Background: an optimization exercise with open tools, aiming at small area and a short achievable clock period. Do not read the settings as production practice.
RTL that was checked went through simulation tests only; none was proved equivalent to the original.
Only the layout flow was run in runs 1 to 3; the RTL was not checked for function there.
Power and IR drop assume default switching activity.

### flow/flow/run.sh
#!/bin/bash
set -euo pipefail
bash standard.sh SETUP_SLACK_MARGIN=7 finish > standard_flow.log 2>&1
### flow/standard.sh
#!/bin/bash
# synth_recipe.tcl (not shown) runs the flow's synth.tcl, then flattens the netlist and writes it again
# the make line also repeats each setting of config.mk as NAME=value (left out here)
make -C /OpenROAD-flow-scripts/flow DESIGN_CONFIG=/design/flow/config.mk WORK_HOME=/design/flow/orfs CLKGATE_MAP_FILE= SYNTH_SCRIPT=/design/flow/synth_recipe.tcl "${@:-finish}"
### flow/config.mk
export PLATFORM = sky130hd
export DESIGN_NAME = sobel_filter
export DESIGN_NICKNAME = sobel_filter
export VERILOG_FILES = /design/flow/design.v
export SDC_FILE = /design/flow/constraint.sdc
export NUM_CORES = 4
export LEC_CHECK = 0
export CAP_MARGIN = 20
export CORE_MARGIN = 2
export CORE_UTILIZATION = 40
export CTS_BUF_LIST = sky130_fd_sc_hd__clkbuf_16
export CTS_CLUSTER_DIAMETER = 80
export CTS_CLUSTER_SIZE = 30
export SLEW_MARGIN = 20
### flow/constraint.sdc
create_clock -name core_clock -period 12.0 [get_ports {clk}]
set_input_delay 2.4000 -clock core_clock [delete_from_list [all_inputs] [get_ports {clk}]]
set_output_delay 2.4000 -clock core_clock [all_outputs]
set_load 0.01 [all_outputs]
### flow/design.v
`timescale 1ns / 1ps
module conv3x3 #(
    parameter int PIXEL_WIDTH = 8,
    parameter int IMAGE_WIDTH = 64
) (
    input  logic                   clk,
    input  logic                   rst_n,
    input  logic [PIXEL_WIDTH-1:0] pixel_in,
    input  logic                   valid_in,
    output logic [PIXEL_WIDTH-1:0] edge_out,
    output logic                   valid_out
);
  localparam int W = IMAGE_WIDTH;
  localparam int PW = PIXEL_WIDTH;
  localparam int DEPTH = 2 * W + 1;   
  localparam int CW = 6;   
  logic [DEPTH*PW-1:0] lb;
  always_ff @(posedge clk) begin
    if (valid_in) lb <= {lb[(DEPTH-1)*PW-1:0], pixel_in};
  end
  logic [CW-1:0] col;
  logic [1:0] line;
  logic warm;
  always_ff @(posedge clk or negedge rst_n) begin
    if (!rst_n) begin
      col  <= '0;
      line <= '0;
      warm <= 1'b0;
    end else if (valid_in) begin
      col <= col + 1'b1;
      if (&col && !line[1]) line <= line + 1'b1;
      if (line[1] && col == CW'(2)) warm <= 1'b1;
    end
  end
  assign valid_out = valid_in & warm;
  logic n1, n0;
  assign n1 = ~&col;
  assign n0 = n1 & (col != '0);
  logic [7:0] w12, w02, w01, w20, w10, w00, w21;
  assign w12 = lb[(W-2)*PW+:PW];
  assign w02 = lb[(2*W-2)*PW+:PW];
  assign w01 = n1 ? lb[(2*W-1)*PW+:PW] : '0;
  assign w20 = n0 ? lb[(0)*PW+:PW] : '0;
  assign w10 = n0 ? lb[(W)*PW+:PW] : '0;
  assign w00 = n0 ? lb[(2*W)*PW+:PW] : '0;
  assign w21 = n1 ? pixel_in : '0;
  logic [7:0] zs1, zc1;
  logic [8:0] zs2, zc2, zs3, zc3;
  assign zs1 = w12 ^ ~w00 ^ ~w10;
  assign zc1 = (w12 & ~w00) | (w12 & ~w10) | (~w00 & ~w10);
  sobel_csa #(9) u_z2 (
      .a({1'b0, zs1}),
      .b({zc1, 1'b1}),
      .c({1'b0, ~w01}),
      .s(zs2),
      .co(zc2)
  );
  sobel_csa #(9) u_z3 (
      .a(zs2),
      .b({zc2[7:0], 1'b1}),
      .c({1'b0, w21}),
      .s(zs3),
      .co(zc3)
  );
  logic [10:0] z_nxt;
  assign z_nxt = 11'(zs3) + {1'b0, zc3, 1'b1};
  logic [7:0] us1, uc1, us2, uc2;
  logic [8:0] us3, uc3;
  logic [9:0] us4, uc4;
  assign us1 = w12 ^ w02 ^ w01;
  assign uc1 = (w12 & w02) | (w12 & w01) | (w02 & w01);
  assign us2 = ~w10 ^ ~w20 ^ us1;
  assign uc2 = (~w10 & ~w20) | (~w10 & us1) | (~w20 & us1);
  sobel_csa #(9) u_u3 (
      .a({1'b0, us2}),
      .b({uc1, 1'b1}),
      .c({uc2, 1'b1}),
      .s(us3),
      .co(uc3)
  );
  sobel_csa #(10) u_u4 (
      .a({1'b0, us3}),
      .b({uc3, 1'b0}),
      .c({2'b00, ~w21}),
      .s(us4),
      .co(uc4)
  );
  logic [10:0] u_nxt;
  assign u_nxt = 11'(us4) + {uc4, 1'b1};
  logic [6:0] ua_nxt;
  logic usat_nxt;
  sobel_abs u_abs (
      .x   (u_nxt),
      .xa  (ua_nxt),
      .xsat(usat_nxt)
  );
  logic [10:0] z;   
  logic [6:0] ua;
  logic usat;
  always_ff @(posedge clk) begin
    if (valid_in) begin
      z    <= z_nxt;
      ua   <= ua_nxt;
      usat <= usat_nxt;
    end
  end
  logic [10:0] v;
  logic [6:0] va;
  logic vsat;
  assign v = 11'(pixel_in) + z;
  sobel_abs u_vabs (
      .x   (v),
      .xa  (va),
      .xsat(vsat)
  );
  always_ff @(posedge clk) begin
    if (valid_in) edge_out <= (usat || vsat) ? 8'd255 : {(va > ua ? va : ua), 1'b0};
  end
endmodule
module sobel_csa #(
    parameter int N = 8
) (
    input  logic [N-1:0] a,
    input  logic [N-1:0] b,
    input  logic [N-1:0] c,
    output logic [N-1:0] s,
    output logic [N-1:0] co
);
  assign s  = a ^ b ^ c;
  assign co = (a & b) | (a & c) | (b & c);
endmodule
module sobel_abs (
    input  logic [10:0] x,
    output logic [ 6:0] xa,
    output logic        xsat
);
  assign xa   = (x >= 11'd768) ? x[6:0] : 7'(-x[6:0]);
  assign xsat = (x >= 11'd896) || (x <= 11'd640);
endmodule
`timescale 1ns / 1ps
module sobel_filter #(
    parameter int PIXEL_WIDTH = 8,
    parameter int IMAGE_WIDTH = 64
) (
    input  logic                   clk,
    input  logic                   rst_n,
    input  logic [PIXEL_WIDTH-1:0] pixel_in,
    input  logic                   valid_in,
    output logic [PIXEL_WIDTH-1:0] edge_out,
    output logic                   valid_out
);
  conv3x3 #(
      .PIXEL_WIDTH(PIXEL_WIDTH),
      .IMAGE_WIDTH(IMAGE_WIDTH)
  ) u_core (
      .clk      (clk),
      .rst_n    (rst_n),
      .pixel_in (pixel_in),
      .valid_in (valid_in),
      .edge_out (edge_out),
      .valid_out(valid_out)
  );
endmodule
==> results.toml, run 1 <==
[synthesis]
post-synth-top-count-cell = "edfxtp_1"
yosysTopAreaCell = "edfxtp_1"
async_flop_share_pct = 0.843
synth_area_per_cell_um2 = 22.9
synthCells = 1563
synth_area_mm2 = 0.0358
ys_seq_area_share_pct = 89.4
ys_ff_latch = 1068
synthFlopType = "edfxtp_1"
yosysUniqueCellTypes = 55
synth_edf_count = 1059
ys_warn_count = 1
synthTopCellsByArea = "edfxtp_1 (89%), ha_1 (2.0%), fa_1 (2.0%), xor2_1 (0.88%), nand2_1 (0.65%)"
synth_common_cells = "edfxtp_1 (1,059), nand2_1 (62), ha_1 (58)"
yosys.area.top_type_share_pct = 88.8

[finish]
final_nets = 1786
drive_gt1_share_pct = 12.4
area_growth_pct = 11.7
antenna_cells = 0

[placement]
gp_congestion = 0.785
portBuffers = 19
hpwlAfterDp_um = 23500

[power_and_ir_drop]
vdd_drop_max_mv = 0.203
total_power_mw = 8.89
powerDensity_mw_per_mm2 = 222
p_leak_nw = 13.6

[cts]
numCtsBuffers = 45
cts_max_level = 2
cts-root-buf = "clkbuf_16"
numClockSinks = 1068
cts_tree = "yes"
clkTransAtPathRegs_ns = 0.10
clockBufferDepth = 3
insertion_delay_ns = 0.62

[setup_path]
setup.worst_path.class = "in2reg"
cp.arrival_ns = 5.82
endpoint_kind = "flop"
required_ns = 12.31
rr_endpoint = "u_core.ua[4]"
crit_path_start_kind = "input port"
slowest_delay_ns = 0.37
r2r-start = "u_core.col[0]"
slowest_stage = "fa_2"
worstPathMaxFanout = 8
ff2ff_path_depth = 18
crit_chain = "buf_8, ha_4, fa_2, a211oi_4, o21ai_2, a2111oi_4, mux2i_2, and2_4, mux2_4, ha_4, nor2b_4, o21a_1, o21a_1, o21ai_4, nor2_2, mux2i_1, o2111ai_1"
r2r_slack_ns = 7.07

[floorplan]
die_h_um = 303
die_area_mm2 = 0.0920
num_io_pins = 20
row_count = 109
die_w_um = 303
core_area_mm2 = 0.0885
start_util_pct = 40.5

[detailed_routing]
num_vias = 13517
viasPerCell = 4.72
drtAntennaViolNets = 0
drc = 0
wl_per_cell_um = 16.6
drtPass1Iterations = 5
routed_wl_um = 47700
drt_iter0_drc = 1228

[timing]
relSlewSlack_pct = 33.2
hold_violations = 0
setup_tns_ns = 0
fin_crit_ns = 5.51
worst_pin_slew_ns = 1.00
finalCritPeriodShare_pct = 45.9
max_freq_mhz = 182
setup_viol = 0
clock-skew-final_ns = 0.0248
grt_setup_unrepaired = "yes"
maxSlewViolCount = 0

[worst_hold_path]
whs_path_depth = 0
hp-class = "reg2reg"
min_from = "u_core.lb[340]"
min_to = "u_core.lb[348]"

[global_routing]
grt_pass1_vias = 13181
grt_pass1_wl_um = 73800
track_usage_pct = 10.1
antenna_found_initial = 3
grt_max_degree = 195
grt_overflow = 0

[flow_run]
drv_cap = 0

[status]
status = "timing/DRC/antenna clean"
[worst max path at each step]
stage | slack [ns] | depth (start not counted) | start | end
floorplan | 6.11 | 15 | pixel_in[0] | u_core.edge_out[3]
global placement | 5.01 | 17 | pixel_in[0] | u_core.edge_out[7]
detailed placement | 4.80 | 5 | valid_in | u_core.lb[133]
CTS | 6.52 | 19 | pixel_in[0] | u_core.edge_out[4]
global route | 6.36 | 19 | pixel_in[0] | u_core.edge_out[4]
finish | 6.49 | 17 | pixel_in[0] | u_core.edge_out[4]
[sequential cells by signal (all words and copies together) (netlist names)]
name	count
u_core.line	2
u_core.ua	7
u_core.lb	1032
u_core.edge_out	8
u_core.col	6
u_core.z	11
u_core.warm	1
u_core.usat	1
[cells in the final DEF, fill, tap and decap left out, drive strengths merged, types with 10 or more instances in the layout]
cell type,instances
fa,36
nand3,15
o21ai,20
ha,58
and2,10
nand2,63
a21oi,21
clkbuf,47
buf,60
clkdlybuf4s50,10
edfxtp,1059
xnor2,25
xor2,36
nor2,35
inv,64
[per-layer routing]
layer / GRT usage [%] / share of wire (%) / vias to the layer above
met3: 2.06 / 3.7 / 72
met1: 16.1 / 52 / 7030
met2: 13.9 / 41 / 151
li1: - / - / 6260
met4: 3.31 / 2.5 / 4
met5: 0 / 0.057 / -
[what timing repair did]
item                       CTS  global route
pin swaps                   30            56
hold buffers                 0             0
cloned                       4             1
gates resized for setup     82            60
setup endpoints to repair  276           192
buffers inserted            23            23
[power by group]
part / leakage [nW] / switching [mW] / total (mW) / internal, mW
combinational: 2.44 / 1.31 / 2.50 / 1.19
clock: 0.692 / 1.07 / 1.84 / 0.771
sequential: 10.5 / 0.103 / 4.56 / 4.45
total: 13.6 / 2.48 / 8.89 / 6.41
[critical path: cells and delay by family]
kind                     cells  cell delay (ns)
adder cells (fa/ha/maj)      3             0.74
AND/OR/NAND/NOR              3             0.42
AO/OA/AOI/OAI                7             1.55
buffers and inverters        1             0.10
multiplexers                 3             0.60
[cells by family (layout without fill, tap and decap cells)]
| group | count (synthesis) | count (layout) | synth area share (%) |
|---|---|---|---|
| simple gates | 168 | 169 | 2.24 |
| mux | 5 | 5 | 0.143 |
| fa+ha+maj | 98 | 98 | 4.15 |
| flops | 1068 | 1068 | 89.4 |
| xor+xnor | 61 | 61 | 1.49 |
| compound gates | 98 | 98 | 1.90 |
| buf+inv | 65 | 199 | 0.681 |
[stage by stage]
step,instance area [µm²],worst slack (ns),util [%],cells,hold WS [ns]
after floorplan,36000,6.11,-,1563,0.400
after global placement,37600,5.01,42.5,2748,0.402
after detailed placement,37600,4.80,42.5,2748,0.405
after CTS,39600,6.52,44.7,2839,0.394
after global routing,40000,6.36,45.2,2863,0.416
final,40000,6.49,45.2,2863,0.411
[final cells by class]
cell class | instances | area (µm²)
multi-input cells | 431 | 4040
inverters | 56 | 210
well taps | 1165 | 1460
flip-flops and latches | 1068 | 32000
clock inverters | 18 | 259
repair buffers | 79 | 850
clock buffers | 46 | 1150
fillers | 7245 | 48500
==> inputs of run 2 (changes only) <==
--- a/flow/config.mk
+++ b/flow/config.mk
@@ -10,5 +10,5 @@
 export CORE_UTILIZATION = 40
-export CTS_BUF_LIST = sky130_fd_sc_hd__clkbuf_16
-export CTS_CLUSTER_DIAMETER = 80
-export CTS_CLUSTER_SIZE = 30
+export CTS_BUF_LIST = sky130_fd_sc_hd__clkbuf_8
+export CTS_CLUSTER_DIAMETER = 60
+export CTS_CLUSTER_SIZE = 16
 export SLEW_MARGIN = 20
==> run 2 against run 1 <==
- wire length rose by 1.1%
- combinational power fell by 2%
- design area fell by 0.28%
- first-iteration DRC count fell by 9.5%
- setup slack improved by 0.078 ns
- global-route usage rose by 0.26 points
- sequential cell count did not move
- highest routed layer unchanged
- hold slack got worse by 0.018 ns
- fmax rose by 1.4%
- cell count rose by 1.3%
==> results.toml, run 2 <==
[synthesis]
synthFlopType = "edfxtp_1"
synth_edf_count = 1059
synthTopCellsByArea = "edfxtp_1 (89%), ha_1 (2.0%), fa_1 (2.0%), xor2_1 (0.88%), nand2_1 (0.65%)"
synthCells = 1563
synth_area_mm2 = 0.0358
ys_warn_count = 1
yosysTopAreaCell = "edfxtp_1"
async_flop_share_pct = 0.843
ys_ff_latch = 1068
synth_area_per_cell_um2 = 22.9
yosysUniqueCellTypes = 55
synth_common_cells = "edfxtp_1 (1,059), nand2_1 (62), ha_1 (58)"
post-synth-top-count-cell = "edfxtp_1"
ys_seq_area_share_pct = 89.4
yosys.area.top_type_share_pct = 88.8

[finish]
layout_common_cells = "edfxtp_1 (1,059), clkbuf_8 (82), nand2_1 (58), inv_1 (58), ha_1 (46)"
top_regs = "u_core.lb x1032, u_core.z x11, u_core.edge_out x8"
final_nets = 1810
utilization_pct = 45.1
top_register = "u_core.lb"
area_growth_pct = 11.3
largest_reg_flops = 1032
fillers = 7247
drive_gt1_share_pct = 13.6
final_common_cell = "edfxtp_1"
fin_area_mm2 = 0.0399

[power_and_ir_drop]
switchingPower_mw = 2.49
powerDensity_mw_per_mm2 = 220
seq_power_share_pct = 51.8
vdd_drop_max_mv = 0.191
internal-power_mw = 6.31
total_power_mw = 8.79
p_sw_share_pct = 28.3
p_clk_share_pct = 20.5
p_leak_nw = 13.6
p_comb_share_pct = 27.7

[setup_path]
setup.worst_path.class = "in2reg"
worstPathMaxFanout = 8
endpoint_kind = "flop"
rr_endpoint = "u_core.ua[4]"
ff2ff_path_depth = 17
required_ns = 12.41
slowest_delay_ns = 0.37
cp.arrival_ns = 5.83
path_common_cell = "o21a_1"
slowest_stage = "ha_2"
r2r-start = "u_core.col[1]"
crit_chain = "dlygate4sd2_1, ha_2, nor4_2, a21oi_1, nand3_1, mux2i_2, and2_4, mux2_4, ha_4, nor2b_4, o21a_1, o21a_1, o21ai_4, nor2_1, mux2i_1, o2111ai_1"
r2r_slack_ns = 7.03
crit_path_start_kind = "input port"

[floorplan]
start_util_pct = 40.5
core_area_mm2 = 0.0885
die_h_um = 303
die_area_mm2 = 0.0920
die_w_um = 303
row_count = 109
num_io_pins = 20

[placement]
place_ws_ns = 4.80
gp_congestion = 0.785
post_dp_cell_area_mm2 = 0.0376
hpwlAfterDp_um = 23500
portBuffers = 19

[worst_hold_path]
min_to = "u_core.lb[348]"
min_from = "u_core.lb[340]"
hp-class = "reg2reg"
whs_path_depth = 0

[status]
status = "timing/DRC/antenna clean"

[cts]
cts-root-buf = "clkbuf_8"
cts_tree = "yes"
numCtsBuffers = 81
clkTransAtPathRegs_ns = 0.09
hold_buffers = 0
cts_max_level = 3
numClockSinks = 1068
clockBufferDepth = 3
insertion_delay_ns = 0.69

[timing]
setup_slack_ns = 6.57
hold_violations = 0
worst_pin_slew_ns = 1.02
clock-skew-final_ns = 0.0313
setup_tns_ns = 0
finalCritPeriodShare_pct = 45.2
fin_crit_ns = 5.43
relSlewSlack_pct = 32.1
setup_viol = 0
max_freq_mhz = 184
maxSlewViolCount = 0
grt_setup_unrepaired = "yes"

[global_routing]
grt_pass1_wl_um = 75100
track_usage_pct = 10.4
antenna_found_initial = 5
grt_overflow = 0
grt_max_degree = 195
grt_pass1_vias = 13536

[flow_run]
drv_cap = 0

[detailed_routing]
num_vias = 13691
drt_iter0_drc = 1111
drtAntennaViolNets = 0
routed_wl_um = 48200
viasPerCell = 4.72
drc = 0
drtPass1Iterations = 5
wl_per_cell_um = 16.6
==> run 2: cell counts after synthesis <==
No cell type changed its count.
==> run 2: critical path: cells and delay by family <==
family / cells / cell delay [ns]
buf+inv: 1 / 0.31
mux: 3 / 0.72
fa+ha+maj: 2 / 0.59
simple gates: 5 / 0.90
compound gates: 5 / 0.91
==> run 2: cells by family after synthesis <==
| group | count (synthesis) | synth area share, % |
|---|---|---|
| AOI/OAI and AO/OA | 98 | 1.90 |
| xor gates and xnor gates | 61 | 1.49 |
| adders and majority gates | 98 | 4.15 |
| buffers and inverters | 65 | 0.681 |
| DFF | 1068 | 89.4 |
| muxes | 5 | 0.143 |
| and+or+nand+nor | 168 | 2.24 |
==> run 2: worst max path at each step <==
stage                      startpoint                  to  slack (ns)  cells past startpoint
final                     pixel_in[4]  u_core.edge_out[7]        6.57                     16
after global placement    pixel_in[0]  u_core.edge_out[7]        5.01                     17
after floorplan           pixel_in[0]  u_core.edge_out[3]        6.11                     15
after CTS                 pixel_in[0]  u_core.edge_out[4]        6.64                     19
after detailed placement     valid_in      u_core.lb[133]        4.80                      5
after global routing      pixel_in[0]  u_core.edge_out[7]        6.46                     19
==> run 2: area by class of cell <==
type,instances,area [µm²],share of cell area (%)
sequential,1068,32000,80.3
antenna,2,5.00,0.0125
multi-input combinational,431,4040,10.1
timing repair buffer,67,748,1.88
inverter,56,210,0.527
tap,1165,1460,3.65
clock inverter,28,277,0.693
clock buffer,82,1130,2.83
==> run 2: timing repair <==
| item | in CTS | in global routing |
|---|---|---|
| endpoints found under the hold margin | 0 | 0 |
| resized for setup | 78 | 60 |
| setup endpoints to repair | 276 | 187 |
| setup buffers | 20 | 14 |
| pin swaps | 24 | 43 |
| gates cloned | 4 | 1 |
==> run 2: power groups by stage <==
| stage | registers, mW | logic, mW | clock network [mW] |
|---|---|---|---|
| finish | 4.56 | 2.44 | 1.80 |
| global route | 4.58 | 2.69 | 2.03 |
| CTS | 4.56 | 2.14 | 1.91 |
| detailed placement | 4.63 | 1.88 | 0 |
| global placement | 4.63 | 1.83 | 0 |
| floorplan | 4.59 | 1.47 | 0 |
==> run 2: per-layer routing <==
metal	part of all wire, %	vias to the layer above	wire [µm]	GRT usage, %
met5	0.056	-	27	0
met3	4.2	93	2040	2.32
met4	2.6	4	1260	4.27
met1	52	7101	25100	16.2
li1	-	6299	-	-
met2	41	194	19700	13.9
==> run 2: through the flow <==
stage          instances  hold WS [ns]
5_1_grt             2899         0.413
3_3_place_gp        2748         0.402
6_report            2899         0.393
2_1_floorplan       1563         0.400
4_1_cts             2882         0.384
3_5_place_dp        2748         0.405
==> inputs of run 3 (changes only) <==
==> flow/flow/run.sh (replaced) <==
#!/bin/bash
set -euo pipefail
bash standard.sh SETUP_SLACK_MARGIN=7 MATCH_CELL_FOOTPRINT=0 \
  'BUFFER_PORTS_ARGS=-buffer_cell sky130_fd_sc_hd__buf_2' finish > standard_flow.log 2>&1
--- a/flow/config.mk
+++ b/flow/config.mk
@@ -9,3 +9,3 @@
 export CORE_MARGIN = 2
-export CORE_UTILIZATION = 40
+export CORE_UTILIZATION = 60
 export CTS_BUF_LIST = sky130_fd_sc_hd__clkbuf_8
@@ -13,2 +13,3 @@
 export CTS_CLUSTER_SIZE = 16
+export PLACE_DENSITY = 0.7
 export SLEW_MARGIN = 20
==> run 3 against run 2 <==
- register-to-register slack about the same
- total power decreased by 1.8%
- first-iteration DRC count increased by 2.5%
- fmax decreased by 2.3%
- global-route usage increased by 5.3 points
==> results.toml, run 3 <==
[floorplan]
num_io_pins = 20
start_util_pct = 60.7
die_area_mm2 = 0.0617
row_count = 89
die_w_um = 248
die_h_um = 248
core_area_mm2 = 0.0590

[finish]
drive_gt1_share_pct = 12.5
area_growth_pct = 8.92
top_register = "u_core.lb"
largest_reg_flops = 1032
utilization_pct = 66.1
layout_common_cells = "edfxtp_1 (1,059), clkbuf_8 (80), nand2_1 (59)"
fin_cells = 2497
final_nets = 1810
final_common_cell = "edfxtp_1"
top_regs = "u_core.lb x1032, u_core.z x11, u_core.edge_out x8"

[synthesis]
synth_area_mm2 = 0.0358
synthFlopType = "edfxtp_1"
synthTopCellsByArea = "edfxtp_1 (89%), ha_1 (2.0%), fa_1 (2.0%), xor2_1 (0.88%), nand2_1 (0.65%)"
yosys.area.top_type_share_pct = 88.8
synth_common_cells = "edfxtp_1 (1,059), nand2_1 (62), ha_1 (58)"
yosysTopAreaCell = "edfxtp_1"
post-synth-top-count-cell = "edfxtp_1"
synth_edf_count = 1059
ys_warn_count = 1
yosysUniqueCellTypes = 55
synth_area_per_cell_um2 = 22.9
ys_seq_area_share_pct = 89.4
async_flop_share_pct = 0.843
ys_ff_latch = 1068
synthCells = 1563

[cts]
insertion_delay_ns = 0.69
clkTransAtPathRegs_ns = 0.09
numCtsBuffers = 80
cts_max_level = 3
clockBufferDepth = 3
cts_tree = "yes"
numClockSinks = 1068
cts-root-buf = "clkbuf_8"

[worst_hold_path]
whs_path_depth = 0
hp-class = "reg2reg"

[status]
status = "timing/DRC/antenna clean"

[setup_path]
cp.arrival_ns = 5.96
crit_chain = "buf_8, ha_4, fa_2, a211oi_4, o21ai_2, a2111oi_2, mux2i_1, and2_4, buf_12, nor2_4, xor2_1, ha_1, nand2_1, nor2_1, a211o_1, o21ai_4, buf_4, buf_6, buf_6, o211ai_1"
slowest_stage = "fa_2"
r2r_slack_ns = 7.03
crit_path_start_kind = "input port"
setup.worst_path.class = "in2reg"
slowest_delay_ns = 0.37
required_ns = 12.40
path_common_cell = "buf_6"
endpoint_kind = "flop"
ff2ff_path_depth = 18
worstPathMaxFanout = 8

[power_and_ir_drop]
internal-power_mw = 6.21
p_sw_share_pct = 28.0
seq_power_share_pct = 52.7
powerDensity_mw_per_mm2 = 221
p_clk_share_pct = 20.2
p_leak_nw = 13.4
vdd_drop_max_mv = 0.287
switchingPower_mw = 2.42
p_comb_share_pct = 27.0

[global_routing]
grt_pass1_wl_um = 73300
grt_overflow = 0
antenna_found_initial = 2
grt_max_degree = 97
track_usage_pct = 15.6
grt_pass1_vias = 13242

[placement]
portBuffers = 19
gp_congestion = 0.800
dpl.cell_count = 2360
hpwlAfterDp_um = 24100

[timing]
grt_setup_unrepaired = "yes"
fin_crit_ns = 5.56
setup_viol = 0
maxSlewViolCount = 0
clock-skew-final_ns = 0.0332
max_freq_mhz = 180
hold_violations = 0
relSlewSlack_pct = 30.7
finalCritPeriodShare_pct = 46.3
setup_tns_ns = 0
worst_pin_slew_ns = 1.04

[detailed_routing]
drt_iter0_drc = 1139
drtAntennaViolNets = 0
routed_wl_um = 47200
num_vias = 13618
wl_per_cell_um = 18.9
viasPerCell = 5.45
drtPass1Iterations = 4
drc = 0

[flow_run]
drv_cap = 0
run 3: cell count changes in the layout (fill, tap and decap cells not counted), moves of 5 or more:
cell             delta
ha_4                -5
ha_1                +6
clkdlybuf4s50_1    -10
buf_2              +15
run 3: worst max-delay path, delay by kind of cell:
kind / cells / cell delay [ns]
AO/OA/AOI/OAI: 6 / 1.42
XOR/XNOR: 1 / 0.20
adder cells (fa/ha/maj): 3 / 0.79
buffers and inverters: 5 / 0.58
multiplexers: 1 / 0.16
AND/OR/NAND/NOR: 4 / 0.39
run 3: path summary, 6_finish.rpt:
kind                           startpoint            endpoint
max                           pixel_in[0]  u_core.edge_out[1]
min                        u_core.lb[484]      u_core.lb[492]
max reg2reg                 u_core.col[1]        u_core.ua[2]
min reg2reg                u_core.lb[484]      u_core.lb[492]
max in group asynchronous           rst_n       u_core.col[5]
min in group asynchronous           rst_n      u_core.line[0]
run 3: timing repair:
item,in CTS,in global routing
resized for setup,41,27
hold buffers,0,0
pin swaps,25,18
setup endpoints to repair,332,177
cloned,4,0
setup buffers,24,8
run 3: area by class of cell:
| class | instances | area, µm² |
|---|---|---|
| inverters | 56 | 210 |
| diodes | 1 | 2.50 |
| clock buffers | 80 | 1100 |
| flip-flops and latches | 1068 | 32000 |
| multi-input cells | 431 | 3850 |
| fillers | 3704 | 20000 |
| clock inverters | 20 | 235 |
| well taps | 773 | 967 |
| repair buffers | 68 | 626 |
run 3: kinds of logic (layout without fill, tap and decap cells):
family	after synthesis	after routing	synth area share, %
flops	1068	1068	89.4
simple gates	168	168	2.24
fa+ha+maj	98	98	4.15
compound gates	98	99	1.90
buf+inv	65	224	0.681
xor+xnor	61	61	1.49
mux	5	5	0.143
other cells	0	1	0
run 3: metal layers:
layer	vias to the layer above	track usage, %	part of all wire (%)
met5	-	0	0
met4	0	5.88	2.5
met3	89	3.07	4.4
met2	264	20.6	41
met1	6975	26.1	52
li1	6290	-	-
run 3: power groups by stage:
stage	logic, mW	registers (mW)	clock network, mW
floorplan	1.48	4.59	0
global placement	1.81	4.63	0
detailed placement	1.86	4.63	0
CTS	2.16	4.55	1.84
global route	2.58	4.58	1.97
finish	2.34	4.55	1.75
run 3: stage by stage:
stage / worst slack (ns) / hold slack (ns) / instance area (µm²) / power (mW)
final: 6.44 / 0.399 / 39000 / 8.63
after detailed placement: 5.36 / 0.405 / 37100 / 6.49
after global placement: 5.54 / 0.401 / 37100 / 6.44
after CTS: 6.61 / 0.405 / 38900 / 8.55
after floorplan: 6.11 / 0.400 / 36000 / 6.07
after global routing: 6.33 / 0.412 / 39000 / 9.12
==> inputs of run 4 (changes only) <==
--- a/flow/design.v
+++ b/flow/design.v
@@ -89,30 +89,56 @@
   assign u_nxt = 11'(us4) + {uc4, 1'b1};
-  logic [6:0] ua_nxt;
-  logic usat_nxt;
-  sobel_abs u_abs (
-      .x   (u_nxt),
-      .xa  (ua_nxt),
-      .xsat(usat_nxt)
-  );
-  logic [10:0] z;   
-  logic [6:0] ua;
-  logic usat;
+  logic [10:0] z, u;   
   always_ff @(posedge clk) begin
     if (valid_in) begin
-      z    <= z_nxt;
-      ua   <= ua_nxt;
-      usat <= usat_nxt;
+      z <= z_nxt;
+      u <= u_nxt;
     end
   end
+  logic [10:0] xs, xc, ys, yc;
+  sobel_csa #(11) u_gx (
+      .a ({3'b010, pixel_in}),
+      .b (z),
+      .c (u),
+      .s (xs),
+      .co(xc)
+  );
+  sobel_csa #(11) u_gy (
+      .a ({3'b000, pixel_in}),
+      .b (z),
+      .c (~u),
+      .s (ys),
+      .co(yc)
+  );
+  logic xco, yco;
+  sobel_co #(11) u_sx (
+      .a  (xs),
+      .b  ({xc[9:0], 1'b0}),
+      .co (xco)
+  );
+  sobel_co #(11) u_sy (
+      .a  (ys),
+      .b  ({yc[9:0], 1'b1}),
+      .co (yco)
+  );
+  logic sx, sy;
+  assign sx = ~xc[10] & ~xco;
+  assign sy = ~yc[10] & ~yco;
+  logic [6:0] zm1, ua;
+  logic usat;
+  assign zm1 = 7'(z[6:0] - 7'd1);
+  sobel_abs u_abs (
+      .x   (u),
+      .xa  (ua),
+      .xsat(usat)
+  );
   logic [10:0] v;
-  logic [6:0] va;
+  logic [6:0] vm1;
   logic vsat;
-  assign v = 11'(pixel_in) + z;
-  sobel_abs u_vabs (
-      .x   (v),
-      .xa  (va),
-      .xsat(vsat)
-  );
+  logic [6:0] half;
+  assign v    = 11'(pixel_in) + z;
+  assign vm1  = pixel_in[6:0] + zm1;
+  assign vsat = (v >= 11'd896) || (v <= 11'd640);
+  assign half = (sx == sy) ? (sx ? ~vm1 : v[6:0]) : ua;
   always_ff @(posedge clk) begin
-    if (valid_in) edge_out <= (usat || vsat) ? 8'd255 : {(va > ua ? va : ua), 1'b0};
+    if (valid_in) edge_out <= (usat || vsat) ? 8'd255 : {half, 1'b0};
   end
@@ -130,2 +156,13 @@
   assign co = (a & b) | (a & c) | (b & c);
+endmodule
+module sobel_co #(
+    parameter int N = 11
+) (
+    input  logic [N-1:0] a,
+    input  logic [N-1:0] b,
+    output logic         co
+);
+  logic [N:0] sum;
+  assign sum = (N + 1)'(a) + (N + 1)'(b);
+  assign co  = sum[N];
 endmodule
--- a/flow/config.mk
+++ b/flow/config.mk
@@ -15 +15,3 @@
 export SLEW_MARGIN = 20
+export SYNTH_HIERARCHICAL = 1
+export SYNTH_MINIMUM_KEEP_SIZE = 0
==> run 4 against run 3 <==
- combinational power shrank 22%
- fmax grew 7.7%
- still clean on timing, DRC and antenna
- largest cell class unchanged
- global-route usage shrank 0.44 points
- setup slack gained 0.40 ns
- clock power is essentially flat
- highest routed layer unchanged
- register-to-register slack gained 0.04 ns
- clock skew shrank 0.0015 ns
- non-clock buffer count shrank 20
==> results.toml, run 4 <==
[setup_path]
cp.arrival_ns = 2.76
rr_endpoint = "u_core.u[9]"
crit_path_start_kind = "input port"
setup.worst_path.class = "in2out"
worstPathMaxFanout = 4
cp_top_family = "buffers and inverters"
ff2ff_path_depth = 18
slowest_delay_ns = 0.13
r2r-start = "u_core.col[1]"
required_ns = 9.60
crit_buf_inv = 2
r2r_slack_ns = 7.07
slowest_stage = "and2_4"
crit_path_start = "valid_in"
endpoint_kind = "output port"
crit_chain = "buf_16, and2_4, buf_6"

[finish]
area_growth_pct = 7.92
fillers = 3771
final_common_cell = "edfxtp_1"
top_regs = "u_core.lb x1032, u_core.u x11, u_core.z x11"
largest_reg_flops = 1032
layout_common_cells = "edfxtp_1 (1,062), inv_1 (125), fa_1 (86)"
top_register = "u_core.lb"
utilization_pct = 65.6
drive_gt1_share_pct = 9.81
fin_cells = 2566
final_nets = 1920

[timing]
relSlewSlack_pct = 27.0
clock-skew-final_ns = 0.0317
hold_violations = 0
finalCritPeriodShare_pct = 43.0
setup_viol = 0
worst_pin_slew_ns = 1.10
fin_crit_ns = 5.16
max_freq_mhz = 194
setup_slack_ns = 6.84
setup_tns_ns = 0
maxSlewViolCount = 0
grt_setup_unrepaired = "yes"

[power_and_ir_drop]
internal-power_mw = 5.92
vdd_drop_max_mv = 0.169
p_comb_share_pct = 22.3
switchingPower_mw = 2.24
p_clk_share_pct = 21.0
seq_power_share_pct = 56.6
p_leak_nw = 13.9
powerDensity_mw_per_mm2 = 206
p_sw_share_pct = 27.4
total_power_mw = 8.16

[floorplan]
core_area_mm2 = 0.0605
row_count = 90
num_io_pins = 20
die_w_um = 251
start_util_pct = 60.8
die_h_um = 251
die_area_mm2 = 0.0632

[detailed_routing]
num_vias = 13736
drc = 0
routed_wl_um = 46700
drt_iter0_drc = 1135
drtAntennaViolNets = 0
met1_length_um = 24200
viasPerCell = 5.35
top_layer = "met4"
met2_length_um = 19400
drtPass1Iterations = 5
wl_per_cell_um = 18.2
wl_met3_um = 1890

[synthesis]
yosysUniqueCellTypes = 58
synth_edf_count = 1062
ys_warn_count = 7
post-synth-top-count-cell = "edfxtp_1"
yosysTopAreaCell = "edfxtp_1"
yosys.area.top_type_share_pct = 86.8
synth_area_per_cell_um2 = 22.7
synth_common_cells = "edfxtp_1 (1,062), inv_1 (117), fa_1 (87)"
ys_ff_latch = 1071
synth_area_mm2 = 0.0368
ys_seq_area_share_pct = 87.4
synthFlopType = "edfxtp_1"
synthCells = 1620
synthTopCellsByArea = "edfxtp_1 (87%), fa_1 (4.7%), ha_1 (2.0%), inv_1 (1.2%), dfrtp_1 (0.61%)"
async_flop_share_pct = 0.840

[worst_hold_path]
min_from = "u_core.lb[38]"
hp-class = "reg2reg"
whs_path_depth = 0
min_to = "u_core.lb[46]"

[cts]
hold_buffers = 0
cts-root-buf = "clkbuf_8"
clkTransAtPathRegs_ns = 0.10
cts_max_level = 3
insertion_delay_ns = 0.70
cts_tree = "yes"
numClockSinks = 1071
clockBufferDepth = 3
numCtsBuffers = 80

[placement]
hpwlAfterDp_um = 24300
dpl.cell_count = 2446
portBuffers = 19
place_ws_ns = 5.11
gp_congestion = 0.792

[flow_run]
drv_cap = 0

[global_routing]
grt_overflow = 0
grt_pass1_vias = 13760
grt_max_degree = 205
grt_pass1_wl_um = 73900
antenna_found_initial = 1
track_usage_pct = 15.2

[status]
status = "timing/DRC/antenna clean"
==> run 4: logic make-up after synthesis <==
logic type | count (synthesis) | synth area share (%)
DFF | 1071 | 87.4
adders and majority gates | 148 | 6.81
and+or+nand+nor | 139 | 1.86
buffers and inverters | 123 | 1.29
AOI/OAI and AO/OA | 101 | 1.76
xor gates and xnor gates | 33 | 0.786
muxes | 3 | 0.0851
other | 2 | 0.0204
==> run 4: metal layers <==
layer	track usage [%]	vias to the layer above
met5	0	-
met4	5.05	0
met3	3.06	82
met2	20.6	212
met1	25.1	7092
li1	-	6350
==> run 4: how the worst max path moves through the flow <==
stage | endpoint | slack (ns) | cells after the start
after CTS | valid_out | 6.83 | 3
after floorplan | valid_out | 6.95 | 2
final | valid_out | 6.84 | 3
after global placement | u_core.lb[780] | 5.33 | 5
after global routing | valid_out | 6.83 | 3
after detailed placement | u_core.lb[772] | 5.11 | 5
==> run 4: area by class of cell <==
class	instances	area [µm²]	area share, %
inverter	117	442	1.11
tap	782	978	2.47
antenna	1	2.50	0.00631
multi-input combinational	444	4360	11.0
sequential	1071	32100	81.0
timing repair buffer	48	454	1.15
clock inverter	22	195	0.492
clock buffer	81	1110	2.81
==> run 4: stage by stage <==
stage / cell area, µm² / hold slack, ns
after detailed placement: 38000 / 0.405
after CTS: 39600 / 0.384
after global placement: 38000 / 0.401
after floorplan: 36800 / 0.400
final: 39700 / 0.389
after global routing: 39700 / 0.409
==> run 4: power groups by stage <==
stage | logic (mW) | registers, mW | clock network [mW]
2_1_floorplan | 1.28 | 4.63 | 0
5_1_grt | 2.08 | 4.65 | 1.93
3_3_place_gp | 1.64 | 4.69 | 0
6_report | 1.82 | 4.62 | 1.72
4_1_cts | 1.78 | 4.63 | 1.81
3_5_place_dp | 1.69 | 4.69 | 0
==> run 4: worst register-to-register path: stages (launching register included) <==
cell	delay, ns
dfrtp_1	0.37
ha_2	0.20
and3_4	0.20
nand3_4	0.13
buf_6	0.17
nand2_4	0.06
fa_1	0.42
fa_1	0.50
inv_1	0.05
fa_1	0.47
fa_1	0.50
ha_1	0.31
a21o_1	0.20
a21oi_2	0.17
o21ai_2	0.08
a2111o_1	0.38
a31o_2	0.25
a21oi_2	0.14
xnor2_1	0.08
==> run 4: repair_timing <==
action                     in CTS  in global routing
pin swaps                       7                  4
setup endpoints to repair     204                162
buffers inserted                8                  4
gates resized for setup        26                 20
cloned                          4                  0
==> inputs of run 5 (changes only) <==
==> flow/flow/run.sh (replaced) <==
#!/bin/bash
set -euo pipefail
bash standard.sh SETUP_SLACK_MARGIN=7 MATCH_CELL_FOOTPRINT=0 \
  'BUFFER_PORTS_ARGS=-buffer_cell sky130_fd_sc_hd__buf_2' \
  'CTS_ARGS=-sink_clustering_enable -repair_clock_nets -sink_clustering_size 16 -sink_clustering_max_diameter 60 -buf_list sky130_fd_sc_hd__clkbuf_8 -dont_use_dummy_load' \
  finish > standard_flow.log 2>&1
--- a/flow/config.mk
+++ b/flow/config.mk
@@ -10,5 +10,2 @@
 export CORE_UTILIZATION = 60
-export CTS_BUF_LIST = sky130_fd_sc_hd__clkbuf_8
-export CTS_CLUSTER_DIAMETER = 60
-export CTS_CLUSTER_SIZE = 16
 export PLACE_DENSITY = 0.7
==> run 5 against run 4 <==
- wire length increased by 0.35%
- design area decreased by 0.33%
- via count shrank 0.41%
- still clean
- utilization is 0.22 points lower
- first-iteration DRC count rose by 1.7%
- clock skew increased by 0.025 ns
- critical path depth unchanged
- critical path type unchanged
==> results.toml, run 5 <==
[timing]
setup_viol = 0
holdWs_ns = 0.348
maxSlewViolCount = 0
worst_pin_slew_ns = 1.10
hold_violations = 0
fin_crit_ns = 5.16
clock-skew-final_ns = 0.0571
setup_tns_ns = 0
setup_slack_ns = 6.84
max_freq_mhz = 194
finalCritPeriodShare_pct = 43.0
relSlewSlack_pct = 26.4
grt_setup_unrepaired = "yes"

[floorplan]
num_io_pins = 20
die_area_mm2 = 0.0632
core_area_mm2 = 0.0605
die_w_um = 251
start_util_pct = 60.8
row_count = 90
die_h_um = 251

[synthesis]
synth_common_cells = "edfxtp_1 (1,062), inv_1 (117), fa_1 (87)"
synth_area_mm2 = 0.0368
ys_warn_count = 7
ys_seq_area_share_pct = 87.4
synth_area_per_cell_um2 = 22.7
post-synth-top-count-cell = "edfxtp_1"
ys_ff_latch = 1071
synth_edf_count = 1062
yosysUniqueCellTypes = 58
synthTopCellsByArea = "edfxtp_1 (87%), fa_1 (4.7%), ha_1 (2.0%), inv_1 (1.2%), dfrtp_1 (0.61%)"
synthCells = 1620
async_flop_share_pct = 0.840
synthFlopType = "edfxtp_1"
yosys.area.top_type_share_pct = 86.8
yosysTopAreaCell = "edfxtp_1"

[cts]
insertion_delay_ns = 0.67
hold_buffers = 0
clkTransAtPathRegs_ns = 0.10
cts_max_level = 3
clockBufferDepth = 3
numClockSinks = 1071
cts-root-buf = "clkbuf_8"
numCtsBuffers = 80
cts_tree = "yes"

[power_and_ir_drop]
powerDensity_mw_per_mm2 = 204
p_leak_nw = 13.8
vdd_drop_max_mv = 0.151

[finish]
top_register = "u_core.lb"
area_growth_pct = 7.57
final_common_cell = "edfxtp_1"
largest_reg_flops = 1032
drive_gt1_share_pct = 9.64
final_nets = 1923
layout_common_cells = "edfxtp_1 (1,062), inv_1 (115), fa_1 (86)"
top_regs = "u_core.lb x1032, u_core.u x11, u_core.z x11"
fillers = 3785

[worst_hold_path]
hp-class = "reg2reg"

[placement]
hpwlAfterDp_um = 24300
place_ws_ns = 5.11
portBuffers = 19
gp_congestion = 0.792

[setup_path]
cp_top_family = "buffers and inverters"
required_ns = 9.60
cp.arrival_ns = 2.76
setup.worst_path.class = "in2out"
crit_chain = "buf_16, and2_4, buf_6"
slowest_stage = "and2_4"
worstPathMaxFanout = 4
r2r_slack_ns = 7.09
slowest_delay_ns = 0.13
crit_buf_inv = 2
crit_path_start_kind = "input port"
endpoint_kind = "output port"

[global_routing]
track_usage_pct = 15.2
grt_overflow = 0
grt_pass1_wl_um = 73800
grt_max_degree = 205
grt_pass1_vias = 13692
antenna_found_initial = 1

[detailed_routing]
routed_wl_um = 46800
drt_iter0_drc = 1154
num_vias = 13679
wl_per_cell_um = 18.4
viasPerCell = 5.37
drtAntennaViolNets = 0
drtPass1Iterations = 5
drc = 0

[flow_run]
drv_cap = 0

[status]
status = "timing/DRC/antenna clean"
## run 5: cell counts after synthesis
Identical to the previous run, type by type.
## run 5: path summary, 6_finish.rpt
check                                  to           from  depth (start not counted)
min in group asynchronous     u_core.warm          rst_n                          1
min reg2reg                 u_core.lb[46]  u_core.lb[38]                          0
min                         u_core.lb[46]  u_core.lb[38]                          0
max in group asynchronous  u_core.line[1]          rst_n                          1
max reg2reg                   u_core.u[9]  u_core.col[1]                         17
max                             valid_out       valid_in                          3
## run 5: cell families (layout without fill, tap and decap cells)
family	Yosys count	count (layout)	share of synthesized area, %
flip-flops	1071	1071	87.4
adder cells (fa/ha/maj)	148	148	6.81
AND/OR/NAND/NOR	139	139	1.86
buffers and inverters	123	248	1.29
AO/OA/AOI/OAI	101	101	1.76
XOR/XNOR	33	33	0.786
multiplexers	3	3	0.0851
other	2	21	0.0204
## run 5: area by class of cell
type	instances	area (µm²)	area share (%)
clock buffers	80	1100	2.79
inverters	117	442	1.12
repair buffers	51	498	1.26
flip-flops and latches	1071	32100	81.2
diodes	1	2.50	0.00633
multi-input cells	444	4390	11.1
well taps	782	978	2.48
## run 5: repair_timing
item / in CTS / in global routing
buffers inserted: 8 / 6
cloned: 4 / 1
resized for setup: 28 / 28
setup endpoints to repair: 204 / 161
pin swaps: 4 / 19
## run 5: power breakdown
part           total, mW  internal, mW  switching [mW]
sequential          4.62          4.46           0.163
combinational       1.86         0.825            1.04
clock               1.60         0.598           0.997
## run 5: metrics by stage
step	std cells	instance area [µm²]	power [mW]	utilization [%]
final	2546	39500	8.08	65.4
after global routing	2546	39500	8.57	65.4
after CTS	2538	39400	8.10	65.1
after detailed placement	2446	38000	6.38	62.8
after global placement	2445	38000	6.34	62.8
after floorplan	1638	36800	5.91	-
## run 5: per-layer routing
layer | global-route usage (%) | vias to the layer above | wire (µm) | part of all wire, %
li1 | - | 6338 | - | -
met1 | 25.2 | 7038 | 24300 | 52
met2 | 20.6 | 219 | 19500 | 42
met3 | 2.96 | 84 | 1760 | 3.8
met4 | 5.05 | 0 | 1240 | 2.6
met5 | 0 | - | 0 | 0
==> inputs of run 6 (changes only) <==
--- a/flow/config.mk
+++ b/flow/config.mk
@@ -12,3 +12 @@
 export SLEW_MARGIN = 20
-export SYNTH_HIERARCHICAL = 1
-export SYNTH_MINIMUM_KEEP_SIZE = 0
==> run 6 against run 5 <==
- non-clock buffer count shrank 2
- largest power group unchanged
- utilization shrank 0.27 points
- synthesized cell count grew 1.3%
- clock skew shrank 0.0058 ns
- combinational power shrank 6%
- fmax shrank 0.52%
- still clean on timing, DRC and antenna
- total power shrank 2.1%
- clock power is essentially flat
- register-to-register slack gained 0.08 ns
- setup slack lost 0.027 ns
- die area shrank 0.27%
- area after synthesis shrank 0.28%
==> results.toml, run 6 <==
[timing]
setup_slack_ns = 6.81
max_freq_mhz = 193
maxSlewViolCount = 0
finalCritPeriodShare_pct = 43.2
holdWs_ns = 0.409
grt_setup_unrepaired = "yes"
fin_crit_ns = 5.19
setup_tns_ns = 0
relSlewSlack_pct = 33.2
setup_viol = 0
worst_pin_slew_ns = 1.00
clock-skew-final_ns = 0.0513
hold_violations = 0

[floorplan]
die_w_um = 251
die_area_mm2 = 0.0631
row_count = 90
die_h_um = 251
core_area_mm2 = 0.0604
start_util_pct = 60.7
num_io_pins = 20

[detailed_routing]
drt_iter0_drc = 1087
viasPerCell = 5.40
num_vias = 13749
drtAntennaViolNets = 0
drc = 0
drtPass1Iterations = 5
routed_wl_um = 47200
wl_per_cell_um = 18.5

[global_routing]
antenna_found_initial = 1
grt_use_met2_pct = 20.3
busiest_layer = "met1"
grt_overflow = 0
track_usage_pct = 14.9
grt_pass1_wl_um = 72200
grt_pass1_vias = 13364
grt_max_degree = 227
met1_usage_pct = 24.5
use_met3_pct = 2.80

[setup_path]
rr_endpoint = "u_core.u[9]"
required_ns = 9.60
ff2ff_path_depth = 18
cp.arrival_ns = 2.79
worstPathMaxFanout = 4
setup.worst_path.class = "in2out"
endpoint_kind = "output port"
r2r_slack_ns = 7.17
r2r-start = "u_core.col[1]"
crit_path_start_kind = "input port"

[synthesis]
synthFlopType = "edfxtp_1"
yosysTopAreaCell = "edfxtp_1"
synth_xor_xnor_area_share_pct = 1.34
synth_area_mm2 = 0.0366
synth_mux_area_share_pct = 0.0854
async_flop_share_pct = 0.840
synth_edf_count = 1062
synth_simple_gate_area_share_pct = 1.73
post-synth-top-count-cell = "edfxtp_1"
synth_area_per_cell_um2 = 22.3
ys_warn_count = 1
synth_adder_area_share_pct = 6.00
ys_ff_latch = 1071
synth_compound_area_share_pct = 1.85
ys_seq_area_share_pct = 87.6
synth_top_family_by_area = "adder cells"
yosys.area.top_type_share_pct = 87.0
synthCells = 1641
synth_common_cells = "edfxtp_1 (1,062), inv_1 (128), ha_1 (78)"
yosysUniqueCellTypes = 56
synthTopCellsByArea = "edfxtp_1 (87%), fa_1 (3.3%), ha_1 (2.7%), inv_1 (1.3%), xnor2_1 (0.98%)"

[power_and_ir_drop]
total_power_mw = 7.91
powerDensity_mw_per_mm2 = 201
p_leak_nw = 13.7
vdd_drop_max_mv = 0.111

[cts]
numCtsBuffers = 79
cts_max_level = 3
cts-root-buf = "clkbuf_8"
insertion_delay_ns = 0.67
clkTransAtPathRegs_ns = 0.09
cts_tree = "yes"
clockBufferDepth = 3
hold_buffers = 0
numClockSinks = 1071

[finish]
largest_reg_flops = 1032
final_common_cell = "edfxtp_1"
multi_input_area_mm2 = 0.00416
layout_common_cells = "edfxtp_1 (1,062), inv_1 (127), clkbuf_8 (79)"
regArea_mm2 = 0.0321
fillers = 3887
top_regs = "u_core.lb x1032, u_core.u x11, u_core.z x11"
drive_gt1_share_pct = 9.08
top_register = "u_core.lb"
final_nets = 1914
area_growth_pct = 7.22

[placement]
gp_congestion = 0.852
portBuffers = 19
place_ws_ns = 5.69
hpwlAfterDp_um = 25100

[worst_hold_path]
whs_path_depth = 0
min_to = "u_core.lb[825]"
hp-class = "reg2reg"
min_from = "u_core.lb[817]"

[flow_run]
drv_cap = 0

[status]
status = "timing/DRC/antenna clean"
## run 6: report_power, final
part | internal [mW] | switching [mW] | leakage, nW
clock network | 0.591 | 0.994 | 0.568
registers | 4.45 | 0.126 | 10.5
logic | 0.759 | 0.985 | 2.69
total | 5.80 | 2.11 | 13.7
## run 6: area by class of cell
cell class              count  area share, %
diodes                      1        0.00637
clock buffers              79           2.77
inverters                 128           1.23
multi-input cells         436           10.6
flip-flops and latches   1071           81.7
well taps                 782           2.49
repair buffers             49           1.20
## run 6: what timing repair did
item                       4_1_cts  5_1_grt
setup endpoints to repair      404      335
pin swaps                        1        8
gates cloned                     3        1
gates resized for setup          9       29
setup buffers                    6        8
## run 6: how the worst max path moves through the flow
stage	start	end	slack (ns)
6_report	valid_in	valid_out	6.81
5_1_grt	valid_in	valid_out	6.80
4_1_cts	valid_in	valid_out	6.80
3_5_place_dp	valid_in	u_core.lb[761]	5.69
3_3_place_gp	valid_in	u_core.lb[194]	5.84
2_1_floorplan	valid_in	valid_out	6.94
## run 6: layer usage
metal,part of all wire (%),routed length [µm]
met1,52,24400
met2,42,19800
met3,4.3,2050
met4,2.0,966
met5,0,0
## run 6: stage by stage
step | utilization [%] | instance area (µm²) | cells
6_report | 65.1 | 39300 | 2546
5_1_grt | 65.1 | 39300 | 2546
4_1_cts | 64.7 | 39100 | 2535
3_5_place_dp | 62.6 | 37800 | 2447
3_3_place_gp | 62.6 | 37800 | 2447
2_1_floorplan | - | 36700 | 1641
## run 6: cell families (layout without fill, tap and decap cells)
group | after synthesis | after routing
flip-flops | 1071 | 1071
XOR/XNOR | 56 | 56
AO/OA/AOI/OAI | 103 | 103
AND/OR/NAND/NOR | 134 | 134
multiplexers | 3 | 3
buffers and inverters | 134 | 256
other | 0 | 1
adder cells (fa/ha/maj) | 140 | 140
## run 6: critical path: stages
cell and delay, ns:
buf_16 0.12, and2_4 0.14, buf_6 0.12
==> inputs of run 7 (changes only) <==
--- a/flow/config.mk
+++ b/flow/config.mk
@@ -9,4 +9,4 @@
 export CORE_MARGIN = 2
-export CORE_UTILIZATION = 60
-export PLACE_DENSITY = 0.7
+export CORE_UTILIZATION = 70
+export PLACE_DENSITY = 0.8
 export SLEW_MARGIN = 20
==> run 7 against run 6 <==
- still clean on timing, DRC and antenna
- global-route usage up 3.8 points
- design area fell by 0.60%
- clock power is essentially flat
- sequential cell count is the same
- clock skew grew 0.0083 ns
- via count up 0.89%
- wire length grew 5.0%
==> results.toml, run 7 <==
[status]
status = "timing/DRC/antenna clean"

[floorplan]
start_util_pct = 71.1
die_area_mm2 = 0.0542
core_area_mm2 = 0.0515
die_w_um = 233
num_io_pins = 20
die_h_um = 233
row_count = 83

[setup_path]
r2r_slack_ns = 7.18
slowest_stage = "and2_4"
endpoint_kind = "output port"
required_ns = 9.60
crit_buf_inv = 2
slowest_delay_ns = 0.15
worstPathMaxFanout = 3
setup.worst_path.class = "in2out"
cp.arrival_ns = 2.80
crit_path_start_kind = "input port"
cp_top_family = "buffers and inverters"
crit_chain = "buf_16, and2_4, buf_6"

[timing]
fin_crit_ns = 5.20
setup_tns_ns = 0
clock-skew-final_ns = 0.0596
setup_viol = 0
finalCritPeriodShare_pct = 43.3
max_freq_mhz = 192
worst_pin_slew_ns = 1.06
grt_setup_unrepaired = "yes"
maxSlewViolCount = 0
relSlewSlack_pct = 29.1
setup_slack_ns = 6.80
hold_violations = 0

[placement]
dpl.cell_count = 2343
post_dp_cell_area_mm2 = 0.0377
gp_congestion = 0.803
place_ws_ns = 5.94
portBuffers = 19
hpwlAfterDp_um = 27000

[detailed_routing]
routed_wl_um = 49500
drc = 0
drt_iter0_drc = 1249
num_vias = 13871
viasPerCell = 5.70
drtAntennaViolNets = 0
drtPass1Iterations = 5
wl_per_cell_um = 20.3

[finish]
fillers = 2653
top_register = "u_core.lb"
fin_cells = 2435
final_nets = 1906
top_regs = "u_core.lb x1032, u_core.u x11, u_core.z x11"
largest_reg_flops = 1032
final_common_cell = "edfxtp_1"
fin_area_mm2 = 0.0391
regArea_mm2 = 0.0321
multi_input_area_mm2 = 0.00412
antenna_cells = 0
layout_common_cells = "edfxtp_1 (1,062), inv_1 (128), clkbuf_8 (79)"
drive_gt1_share_pct = 8.26
area_growth_pct = 6.58

[cts]
cts-root-buf = "clkbuf_8"
numCtsBuffers = 79
cts_tree = "yes"
clockBufferDepth = 3
hold_buffers = 0
numClockSinks = 1071
cts_max_level = 3
clkTransAtPathRegs_ns = 0.09
insertion_delay_ns = 0.67

[synthesis]
synthTopCellsByArea = "edfxtp_1 (87%), fa_1 (3.3%), ha_1 (2.7%), inv_1 (1.3%), xnor2_1 (0.98%)"
async_flop_share_pct = 0.840
synth_area_mm2 = 0.0366
ys_warn_count = 1
synthCells = 1641
yosysUniqueCellTypes = 56
yosys.area.top_type_share_pct = 87.0
synth_edf_count = 1062
synthFlopType = "edfxtp_1"
post-synth-top-count-cell = "edfxtp_1"
synth_area_per_cell_um2 = 22.3
synth_common_cells = "edfxtp_1 (1,062), inv_1 (128), ha_1 (78)"
yosysTopAreaCell = "edfxtp_1"
ys_seq_area_share_pct = 87.6
ys_ff_latch = 1071

[power_and_ir_drop]
powerDensity_mw_per_mm2 = 202
p_leak_nw = 13.7
vdd_drop_max_mv = 0.128

[global_routing]
antenna_found_initial = 0
grt_overflow = 0
track_usage_pct = 18.7
grt_max_degree = 226
grt_pass1_wl_um = 75900
grt_pass1_vias = 13920

[worst_hold_path]
hp-class = "reg2reg"

[flow_run]
drv_cap = 0
-- run 7: cell count changes in the layout (fill, tap and decap cells not counted), moves of 2 or more --
cell and change:
buf_4 -5, o21ai_0 +3, ha_1 +3, buf_6 -3, ha_4 -3, o21ai_1 -2
-- run 7: kinds of logic (layout without fill, tap and decap cells) --
kind of cell / after synthesis / in the layout / share of synthesized area (%)
AOI/OAI and AO/OA: 103 / 103 / 1.85
xor gates and xnor gates: 56 / 56 / 1.34
adders and majority gates: 140 / 140 / 6.00
buffers and inverters: 134 / 248 / 1.37
DFF: 1071 / 1071 / 87.6
muxes: 3 / 3 / 0.0854
and+or+nand+nor: 134 / 134 / 1.73
-- run 7: cell type report --
type | instances | area share (%)
clock buffer | 79 | 2.78
multi-input combinational | 436 | 10.6
timing repair buffer | 41 | 1.03
inverter | 128 | 1.23
tap | 680 | 2.18
sequential | 1071 | 82.2
-- run 7: final timing paths --
check | from | to | cells past startpoint
max | valid_in | valid_out | 3
min | u_core.lb[984] | u_core.lb[992] | 0
max reg2reg | u_core.col[0] | u_core.z[9] | 19
min reg2reg | u_core.lb[984] | u_core.lb[992] | 0
max in group asynchronous | rst_n | u_core.col[2] | 1
min in group asynchronous | rst_n | u_core.col[5] | 1
-- run 7: power breakdown --
group | internal (mW) | switching (mW) | leakage (nW)
Combinational | 0.734 | 0.984 | 2.66
Sequential | 4.46 | 0.134 | 10.5
Clock | 0.591 | 0.982 | 0.568
-- run 7: timing repair --
item | 4_1_cts | 5_1_grt
pin swaps | 0 | 2
setup endpoints to repair | 239 | 281
buffers inserted | 7 | 3
gates cloned | 3 | 0
resized for setup | 14 | 17
-- run 7: metrics by stage --
| step | hold slack (ns) | utilization, % | power [mW] |
|---|---|---|---|
| 2_1_floorplan | 0.400 | - | 5.82 |
| 3_3_place_gp | 0.402 | 73.2 | 6.22 |
| 3_5_place_dp | 0.405 | 73.2 | 6.28 |
| 4_1_cts | 0.391 | 75.6 | 7.88 |
| 5_1_grt | 0.390 | 75.8 | 8.33 |
| 6_report | 0.393 | 75.8 | 7.88 |
-- run 7: per-layer routing --
layer | up-vias | share of wire (%) | GRT usage, % | wire, µm
li1 | 6376 | - | - | -
met1 | 7074 | 48 | 29.8 | 23900
met2 | 332 | 45 | 27.1 | 22100
met3 | 89 | 4.9 | 3.35 | 2420
met4 | 0 | 2.2 | 6.29 | 1100
met5 | - | 0 | 0 | 0
==> inputs of run 8 (changes only) <==
--- a/flow/config.mk
+++ b/flow/config.mk
@@ -12 +12,3 @@
 export SLEW_MARGIN = 20
+export SYNTH_HIERARCHICAL = 1
+export SYNTH_MINIMUM_KEEP_SIZE = 0
==> run 8 against run 7 <==
- critical path type unchanged
- still clean
- critical endpoint unchanged
- sequential power grew 0.9%
- critical path depth is the same
- synthesized cell count decreased by 1.3%
- global-route usage grew 0.46 points
- combinational power rose by about 10%
==> results.toml, run 8 <==
[synthesis]
synth_edf_count = 1062
synth_xor_xnor_area_share_pct = 0.786
synth_compound_area_share_pct = 1.76
synthCells = 1620
yosys.area.top_type_share_pct = 86.8
synth_simple_gate_area_share_pct = 1.86
synthTopCellsByArea = "edfxtp_1 (87%), fa_1 (4.7%), ha_1 (2.0%), inv_1 (1.2%), dfrtp_1 (0.61%)"
synth_area_per_cell_um2 = 22.7
post-synth-top-count-cell = "edfxtp_1"
synth_mux_area_share_pct = 0.0851
yosysTopAreaCell = "edfxtp_1"
synth_common_cells = "edfxtp_1 (1,062), inv_1 (117), fa_1 (87)"
ys_warn_count = 7
synth_area_mm2 = 0.0368
synth_adder_area_share_pct = 6.81
ys_ff_latch = 1071
yosysUniqueCellTypes = 58
synthFlopType = "edfxtp_1"
ys_seq_area_share_pct = 87.4
async_flop_share_pct = 0.840
synth_top_family_by_area = "adder cells"

[setup_path]
r2r_slack_ns = 7.04
required_ns = 9.60
endpoint_kind = "output port"
setup.worst_path.class = "in2out"
slowest_stage = "and2_4"
crit_chain = "buf_16, and2_4, buf_6"
crit_path_start_kind = "input port"
cp_top_family = "buffers and inverters"
cp.arrival_ns = 2.76
crit_buf_inv = 2
worstPathMaxFanout = 4
slowest_delay_ns = 0.14

[placement]
portBuffers = 19
hpwlAfterDp_um = 27400
gp_congestion = 0.836
place_ws_ns = 5.68

[detailed_routing]
wl_per_cell_um = 20.9
routed_wl_um = 50900
drc = 0
viasPerCell = 5.74
drtAntennaViolNets = 0
drtPass1Iterations = 5
drt_iter0_drc = 1136
num_vias = 14005

[timing]
setup_viol = 0
grt_setup_unrepaired = "yes"
finalCritPeriodShare_pct = 43.0
setup_tns_ns = 0
maxSlewViolCount = 0
fin_crit_ns = 5.16
relSlewSlack_pct = 29.3
holdWs_ns = 0.375
max_freq_mhz = 194
hold_violations = 0
worst_pin_slew_ns = 1.06
setup_slack_ns = 6.84
clock-skew-final_ns = 0.0968

[status]
status = "timing/DRC/antenna clean"

[finish]
final_common_cell = "edfxtp_1"
area_growth_pct = 7.12
top_register = "u_core.lb"
top_regs = "u_core.lb x1032, u_core.u x11, u_core.z x11"
largest_reg_flops = 1032
drive_gt1_share_pct = 9.72
final_nets = 1919
antenna_cells = 0
layout_common_cells = "edfxtp_1 (1,062), inv_1 (116), fa_1 (85)"

[floorplan]
die_h_um = 233
core_area_mm2 = 0.0516
row_count = 83
start_util_pct = 71.2
die_w_um = 233
die_area_mm2 = 0.0543
num_io_pins = 20

[global_routing]
antenna_found_initial = 0
track_usage_pct = 19.2
grt_overflow = 0
grt_max_degree = 204
grt_pass1_vias = 14108
grt_pass1_wl_um = 77300

[power_and_ir_drop]
seq_power_share_pct = 57.1
powerDensity_mw_per_mm2 = 206
internal-power_mw = 5.89
switchingPower_mw = 2.22
p_leak_nw = 13.8
vdd_drop_max_mv = 0.231
p_comb_share_pct = 23.4
p_clk_share_pct = 19.5
p_sw_share_pct = 27.4

[cts]
cts-root-buf = "clkbuf_8"
clkTransAtPathRegs_ns = 0.09
insertion_delay_ns = 0.71
numClockSinks = 1071
numCtsBuffers = 78
cts_max_level = 3
cts_tree = "yes"
clockBufferDepth = 3

[flow_run]
drv_cap = 0

[worst_hold_path]
hp-class = "reg2reg"
==> run 8: cell count changes after synthesis, moves of 7 or more <==
cell	previous run	this run
a21oi_1	31	38
and2_1	2	9
fa_1	60	87
ha_1	78	60
inv_1	128	117
nor2_1	32	22
xnor2_1	41	19
==> run 8: area by class of cell <==
cell class / instances / area, µm²
Clock buffer: 78 / 1070
Fill cell: 2503 / 12200
Inverter: 117 / 442
Multi-Input combinational cell: 444 / 4420
Sequential cell: 1071 / 32100
Tap cell: 680 / 851
Timing Repair Buffer: 49 / 465
==> run 8: final timing paths <==
path / startpoint / end / cells past startpoint
max reg2reg: u_core.col[1] / u_core.u[9] / 18
min: u_core.lb[361] / u_core.lb[369] / 0
max: valid_in / valid_out / 3
max in group asynchronous: rst_n / u_core.col[0] / 1
min in group asynchronous: rst_n / u_core.col[1] / 1
min reg2reg: u_core.lb[361] / u_core.lb[369] / 0
==> run 8: power groups by stage <==
stage               Combinational (mW)  Sequential (mW)  Clock [mW]
floorplan                         1.28             4.63           0
global placement                  1.62             4.69           0
CTS                               1.79             4.63        1.65
finish                            1.90             4.63        1.58
global route                      2.13             4.66        1.75
detailed placement                1.71             4.70           0
==> run 8: kinds of logic (layout without fill, tap and decap cells) <==
group	after synthesis	in the layout
AND/OR/NAND/NOR	139	139
AO/OA/AOI/OAI	101	101
other	2	20
buffers and inverters	123	244
adder cells (fa/ha/maj)	148	148
XOR/XNOR	33	33
flip-flops	1071	1071
multiplexers	3	3
==> run 8: per-stage QoR <==
stage,utilization [%],std cells,instance area [µm²],power [mW]
5_1_grt,76.3,2439,39400,8.54
3_3_place_gp,73.3,2341,37800,6.31
4_1_cts,76.0,2433,39200,8.07
2_1_floorplan,-,1638,36800,5.91
3_5_place_dp,73.3,2341,37800,6.41
6_report,76.3,2439,39400,8.11
==> run 8: routing by layer <==
| metal | part of all wire, % | routed length [µm] | vias up | global-route usage [%] |
|---|---|---|---|---|
| met5 | 0 | 0 | - | 0 |
| met3 | 4.6 | 2340 | 92 | 3.34 |
| li1 | - | - | 6331 | - |
| met1 | 46 | 23600 | 7236 | 29.6 |
| met2 | 47 | 23800 | 346 | 28.6 |
| met4 | 2.3 | 1180 | 0 | 7.07 |
==> run 8: timing repair <==
item	in CTS	in global routing
gates resized for setup	29	27
pin swaps	13	26
buffers inserted	10	6
setup endpoints to repair	266	91
hold buffers	0	0
cloned	4	0

[re-timing with driven ports]
Ports are ideal in the flow. The routed layouts listed here were re-timed in OpenROAD. Step 1 sets driving cells, clkbuf_16 on the clock port and buf_2 on the other inputs (assumed; they add their load-dependent delay and slew). Step 2 moves the port delays by t, midway between the first and last clock arrival at a register: inputs arrive t later, outputs are due t later. That takes back most of the time a late clock gives input paths. a / b / c = ideal / step 1 / step 2; a / b = the first two.
| run | t (ns) | setup slack, ns | hold WS [ns] |
|---|---|---|---|
| run 1 | 0.667 | 6.495 / 6.488 / 5.821 | 0.411 / 0.411 / 0.411 |
| run 2 | 0.732 | 6.573 / 6.582 / 5.859 | 0.393 / 0.393 / 0.393 |
| run 3 | 0.730 | 6.443 / 6.450 / 5.721 | 0.399 / 0.399 / 0.399 |
| run 4 | 0.736 | 6.842 / 6.636 / 6.345 | 0.389 / 0.389 / 0.389 |
| run 5 | 0.702 | 6.841 / 6.641 / 6.359 | 0.348 / 0.348 / 0.348 |
| run 6 | 0.708 | 6.814 / 6.542 / 6.303 | 0.409 / 0.409 / 0.409 |
| run 7 | 0.693 | 6.805 / 6.617 / 6.337 | 0.393 / 0.393 / 0.393 |
| run 8 | 0.715 | 6.841 / 6.651 / 6.423 | 0.375 / 0.375 / 0.375 |
After both steps every run listed still meets setup and hold. The setup slack of run 3, which loses most, moves by +0.007 ns with the drivers and by -0.722 ns with both steps.
